Context: an optimization exercise on an open-source flow, tuned for small area, a short achievable clock period and few clock cycles per item. The choices shown serve that exercise and are no tape-out recipe.
The RTL was checked by simulation tests, not by an equivalence proof against the original design.

Setup of run 1:
## aes_8_bit
module aes_8_bit (rst, clk, key_in, d_in, d_out, d_vld);
    input rst, clk;
    input [7:0] key_in;
    input [7:0] d_in;
    output reg [7:0] d_out;
    output reg d_vld;
    reg [6:0] cnt;
    always @(posedge clk) begin
        if (rst) cnt <= 7'd0;
        else if (cnt != 7'd127) cnt <= cnt + 7'd1;
    end
    localparam CW = 32;
    localparam [CW-1:0] CW0 = 32'b10000010000000000000000000000001;
    wire [CW-1:0] nx;
  ...
clock: 7.0 ns
lec_check: 0
cap_margin: 20
core_margin: 2
core_utilization: 60
setup_slack_margin: 4.3
slew_margin: 20
run.sh (not shown) runs the stock make flow with config.mk's settings and CLKGATE_MAP_FILE= SYNTH_SCRIPT=/design/flow/synth_recipe.tcl, a recipe that flattens the netlist after the stock synthesis.
Testbench counts of run 1, summed over its fixed seeds: cycles 47,104, blocks 512.
Modified inputs, run 2 compared to run 1
- a change of CORE_UTILIZATION from 60 to 55
- an added PLACE_DENSITY_LB_ADDON of 0.1
Notes after the runs:
- Diff run 1 -> run 2: area after synthesis about even, CTS clock-pin slew for the worst setup and hold paths now sits at about the same level, count of non-filler cells in the finished layout went up, critical path depth up 1, multi-input logic portion of the cell area -0.59 points.
- Cell area | run 2 vs run 1 | run 2 larger
- Top routing layer in use = met5: run 1; top routing layer in use = met4: run 2
### run 2 -> run 3
- PLACE_DENSITY_LB_ADDON removed (was 0.1)
- CORE_UTILIZATION changed from 55 to 45
- SETUP_SLACK_MARGIN changed from 4.3 to 4.2
### Flow results
Between run 2 and run 3, setup slack decreased.
Run 3 ended up with more standard cells than run 2.
Final critical delay including setup and external delays in run 3 is 78 ps higher than in run 2
Growth of design area from synthesis to finish in run 3 is 2.2 points lower than in run 2
Run 3 vs. run 2: worst setup skew after layout lost 3.3 ps; number of logic stages on the critical path including buffering lost 3.
### run 3 -> run 4
- swapping 45 for 55 in CORE_UTILIZATION
- swapping 4.2 for 4.4 in SETUP_SLACK_MARGIN
### Flow results
Run 3: no failed stages, no open violations at the end
Run 4 went all the way through synthesis, placement and routing and the layout is clean on timing, DRC and antenna.
Of the two values seen for top metal layer carrying routed signals, met5 was produced by run 3 and met4 by run 4.
Against run 3, placed cell count in run 4 fell by a few percent.
Total grt overflow came out exactly the same in run 4 and run 3.
Run 4 vs run 3, layout overhead on the synthesized area went up by 4.9 points.
Compared with run 3, wire length reported by the detailed router in run 4 decreased slightly.

========
v5:
Starting RTL as in the previous note.
make LEC_CHECK=0 CAP_MARGIN=5 CORE_MARGIN=2 CORE_UTILIZATION=55 SETUP_SLACK_MARGIN=4.3 SLEW_MARGIN=5 finish   # period 7.0 ns
Testbench counts of v5, summed over its fixed seeds: cycles 47,104, blocks 512.
[inputs] v2 vs v5
# v5
export LEC_CHECK = 0
export CAP_MARGIN = 5
export CORE_MARGIN = 2
export CORE_UTILIZATION = 55
export SETUP_SLACK_MARGIN = 4.3
export SLEW_MARGIN = 5
create_clock -name core_clock -period 7.0 [get_ports {clk}]
# v2
export LEC_CHECK = 0
export CAP_MARGIN = 20
export CORE_MARGIN = 2
export CORE_UTILIZATION = 55
export SETUP_SLACK_MARGIN = 4.6
export SLEW_MARGIN = 20
create_clock -name core_clock -period 7.0 [get_ports {clk}]
Clock period minus worst slack for v2: 130 ps down relative to v5
v5 reports its destination of the critical timing path as K3[2] while v2 reports P1[8].
Changes observed in v2 relative to v5: peak clock frequency supported by timing grew by about 4.7%, count of placed standard cells in the final layout, fillers left out increased by 130 relative to the old numbers, data arrival time of the critical path rose by 50 ps, cell area picked up an extra about 10%, worst setup slack now larger.
v2 contains more vias than v5.
Modified inputs, v29 compared to v2
# v2
export LEC_CHECK = 0
export CAP_MARGIN = 20
export CORE_MARGIN = 2
export CORE_UTILIZATION = 55
export SETUP_SLACK_MARGIN = 4.6
export SLEW_MARGIN = 20
create_clock -name core_clock -period 7.0 [get_ports {clk}]
# v29
export LEC_CHECK = 0
export CAP_MARGIN = 20
export CORE_MARGIN = 2
export CORE_UTILIZATION = 55
export GPL_ROUTABILITY_DRIVEN = 0
export GPL_TIMING_DRIVEN = 1
export SETUP_SLACK_MARGIN = 4.3
export SLEW_MARGIN = 20
create_clock -name core_clock -period 7.0 [get_ports {clk}]
Findings:
- clkdlybuf4s50_1 as the critical-path cell with the highest stage delay was reported by v29, and dfxtp_4 by v2.
- Of v29 and v2, the run reporting the higher routed wire length was v2.
- Delta (v29 minus v2): post-synthesis share of cell area spent on xor and xnor gates held steady; slew of the pin with the lowest slew margin lost 3.5 ps; worst-case setup slack after placement now sits at about the same level.

what the ideal ports hide:
Ports are ideal in the flow. The routed layouts listed here were re-timed in OpenROAD. Step 1 (the two cells are an assumption about what drives the block):
set clk [get_ports {clk}]
set_driving_cell -lib_cell sky130_fd_sc_hd__clkbuf_16 $clk
set_driving_cell -lib_cell sky130_fd_sc_hd__buf_2 [delete_from_list [all_inputs] $clk]
Step 2 adds t to the input delays and takes it off the output delays; t is the mean of the earliest and latest rising clock arrival at the registers after step 1. Input paths then give back, and output paths get back, about the clock's delay inside the block. Three values: ideal ports, drivers, drivers and shift; two values: the first two.
run	t (ns)	setup slack, ns	latest minus earliest clock arrival (ns)	worst slew at a driven data input, ns
run 1	0.603	4.236 / 4.236 / 3.702	0.025 / 0.025	0.04
run 2	0.625	4.271 / 4.271 / 3.746	0.023 / 0.022	0.04
run 3	0.611	4.193 / 4.215 / 3.604	0.021 / 0.021	0.03
run 4	0.615	4.314 / 4.314 / 3.816	0.015 / 0.015	0.03
v5	0.627	4.151 / 4.151 / 3.722	0.028 / 0.028	0.03
v2	0.626	4.278 / 4.278 / 3.765	0.029 / 0.030	0.03
v29	0.614	4.272 / 4.287 / 3.690	0.015 / 0.016	0.03
After both steps setup and hold are still met in every run listed. The setup slack of run 3, which loses most, moves by +0.022 ns with the drivers and by -0.589 ns with both steps.
